Context: an optimization exercise on an open-source flow, tuned for small area and a short achievable clock period. The choices shown serve that exercise and are no tape-out recipe. RTL that was checked went through simulation tests only; none was proved equivalent to the original.

## plastic_neuron
module plastic_neuron (
    input wire clk,
    input wire rst,
    input wire [15:0] input_signal,
    input wire [15:0] feedback_error,
    input wire enable_learning,
    output wire [31:0] output_signal
);
clock: 7.0 ns
lec_check: 0
cap_margin: 20
core_margin: 2
core_utilization: 40
setup_slack_margin: 3.0
slew_margin: 20
synth_hierarchical: 1
run.sh (not shown) runs the stock make flow with config.mk's settings and CLKGATE_MAP_FILE= SYNTH_SCRIPT=/design/flow/synth_recipe.tcl, a recipe that flattens the netlist after the stock synthesis.
The starting point finished with timing, DRC and antenna clean.
==> next run, changes <==
--- a/flow/design.v
+++ b/flow/design.v
@@ -691,18 +691,17 @@
       ha_q <= 26'd0; hb_q <= 26'd0;
       lo_q <= 7'd0;
     end else begin
       ha_q <= pa[31:6];
       hb_q <= pb[31:6];
       lo_q <= lo_d;
     end
   end
-  wire [26:0] hi_sum = {ha_q, lo_q[6]} + {hb_q, lo_q[6]};
-  assign output_signal = {hi_sum[26:1], lo_q[5:0]};
+  assign output_signal = {ha_q + hb_q + {25'd0, lo_q[6]}, lo_q[5:0]};
 endmodule
 module pn_fa (input wire a, input wire b, input wire c, output wire s, output wire co);
   assign s = a ^ b ^ c;
   assign co = (a & b) | (a & c) | (b & c);
 endmodule
 module pn_ha (input wire a, input wire b, output wire s, output wire co);
   assign s = a ^ b;
   assign co = a & b;
Cell area falls by about 3%.
Setup slack gets worse by 130 ps.
Global-route usage fell by 0.31 points.
Flip-flop and latch count is unchanged.
Register-to-register slack is better by 60 ps.
Non-clock buffer count is lower by 9.
Routed wire length is lower by about 2%.
The RTL of the first run of this note was laid out without a check of its function.

--- another note on this design; it stands on its own ---

==> flow/design.v (excerpt) <==
module plastic_neuron (
    input wire clk,
    input wire rst,
    input wire [15:0] input_signal,
    input wire [15:0] feedback_error,
    input wire enable_learning,
    output wire [31:0] output_signal
);
For scale: ~77 flip-flops.
Settings: LEC_CHECK=0, CAP_MARGIN=20, CORE_MARGIN=2, CORE_UTILIZATION=40, SETUP_SLACK_MARGIN=3.4, SLEW_MARGIN=20, SYNTH_HIERARCHICAL=1; clock period 7.0 ns.
standard.sh (not shown) runs the stock make flow with config.mk's settings and CLKGATE_MAP_FILE= SYNTH_SCRIPT=/design/flow/synth_recipe.tcl, a recipe that flattens the netlist after the stock synthesis.
==> flow/flow/run.sh <==
#!/bin/bash
# Layout flow: the standard flow (standard.sh), with the standard
# synthesis unchanged, and the I/O port buffers made from the plain buffer
# family (buf_N) instead of the delay-buffer cells buffer_ports picks on its
# own, so that repair_timing can size them. Each step's output goes to its
# own log in this folder.
set -euo pipefail
bash standard.sh synth > synth.log 2>&1
bash standard.sh BUFFER_PORTS_ARGS="-buffer_cell sky130_fd_sc_hd__buf_2" finish > layout.log 2>&1
The baseline ran to the end with no violations.
==> next run, changes <==
==> flow/flow/run.sh (replaced) <==
#!/bin/bash
# Layout flow: the standard flow (standard.sh) with the standard
# synthesis unchanged, and two changes to how the layout is made:
#  - the I/O port buffers are plain buf_2 cells (which repair_timing can
#    size) instead of the delay buffers buffer_ports picks on its own;
#  - clock tree synthesis builds from clkbuf_8 cells and adds no dummy loads.
# Each step logs to its own file in this folder.
set -euo pipefail
bash standard.sh synth > synth.log 2>&1
bash standard.sh BUFFER_PORTS_ARGS="-buffer_cell sky130_fd_sc_hd__buf_2" \
  CTS_ARGS="-sink_clustering_enable -repair_clock_nets -dont_use_dummy_load -buf_list sky130_fd_sc_hd__clkbuf_8" \
  finish > layout.log 2>&1
CAP_MARGIN = 5   (was 20)
SETUP_SLACK_MARGIN = 2.9   (was 3.4)
SLEW_MARGIN = 5   (was 20)
Worst setup slack gets worse by 150 ps.
Via count shrinks by 3.8%.
Routed wire length falls by 4.9%.
==> next run, changes <==
==> flow/flow/run.sh (replaced) <==
#!/bin/bash
# Layout flow: the standard flow (standard.sh), with the standard
# synthesis unchanged, and the I/O port buffers made from the plain buffer
# family (buf_N) instead of the delay-buffer cells buffer_ports picks on its
# own, so that repair_timing can size them. Each step's output goes to its
# own log in this folder.
set -euo pipefail
bash standard.sh synth > synth.log 2>&1
bash standard.sh BUFFER_PORTS_ARGS="-buffer_cell sky130_fd_sc_hd__buf_2" finish > layout.log 2>&1
CAP_MARGIN = 20   (was 5)
CTS_CLUSTER_DIAMETER = 200   (was default)
CTS_CLUSTER_SIZE = 30   (was default)
SETUP_SLACK_MARGIN = 3.0   (was 2.9)
SLEW_MARGIN = 20   (was 5)
Setup slack improved by 93 ps.
Worst hold slack gets worse by 3.6 ps.
Final area came out higher by a few percent.
Sequential cell count stays the same.
Synthesized area does not change.
Die area stays the same.
==> next run, changes <==
CTS_CLUSTER_DIAMETER = default   (was 200)
CTS_CLUSTER_SIZE = default   (was 30)
SETUP_SLACK_MARGIN = 2.6   (was 3.0)
Effect: Global-route usage went down by 0.25 points; utilization shrinks by 1.1 points; non-clock buffer count fell by 10; via count is about the same; hold slack gains 4.0 ps; wire length goes down by 1.7%.
No run of this note included a check of the RTL's function; only the layout flow was run.

[re-timing with driven ports]
The results above use ideal ports. As a check the final layouts listed here were re-extracted and re-timed, cells and wires unchanged. Step 1, drivers: a clkbuf_16 drives clk and a buf_2 each remaining input, both assumed. Step 2 also shifts input and output timing later by t, the mid clock arrival at the registers, as if the neighbouring blocks saw the same clock. Slacks: ideal ports / drivers / drivers and shift; pairs: ideal ports / drivers.
run	t, ns	setup slack, ns	worst hold slack (ns)
the first run of note 1	0.385	2.917 / 2.875 / 2.701	0.517 / 0.517 / 0.517
the second run of note 1	0.382	2.782 / 2.743 / 2.716	0.537 / 0.537 / 0.537
the first run of note 2	0.394	3.198 / 3.155 / 3.027	0.555 / 0.555 / 0.555
the second run of note 2	0.402	3.049 / 3.012 / 2.766	0.532 / 0.532 / 0.532
the third run of note 2	0.389	3.142 / 3.108 / 2.765	0.529 / 0.529 / 0.529
the fourth run of note 2	0.395	2.782 / 2.743 / 2.756	0.533 / 0.533 / 0.533
After both steps every run listed still meets setup and hold. For the third run of note 2, which loses most, drivers alone change the setup slack by -0.034 ns; drivers and shift together by -0.377 ns.
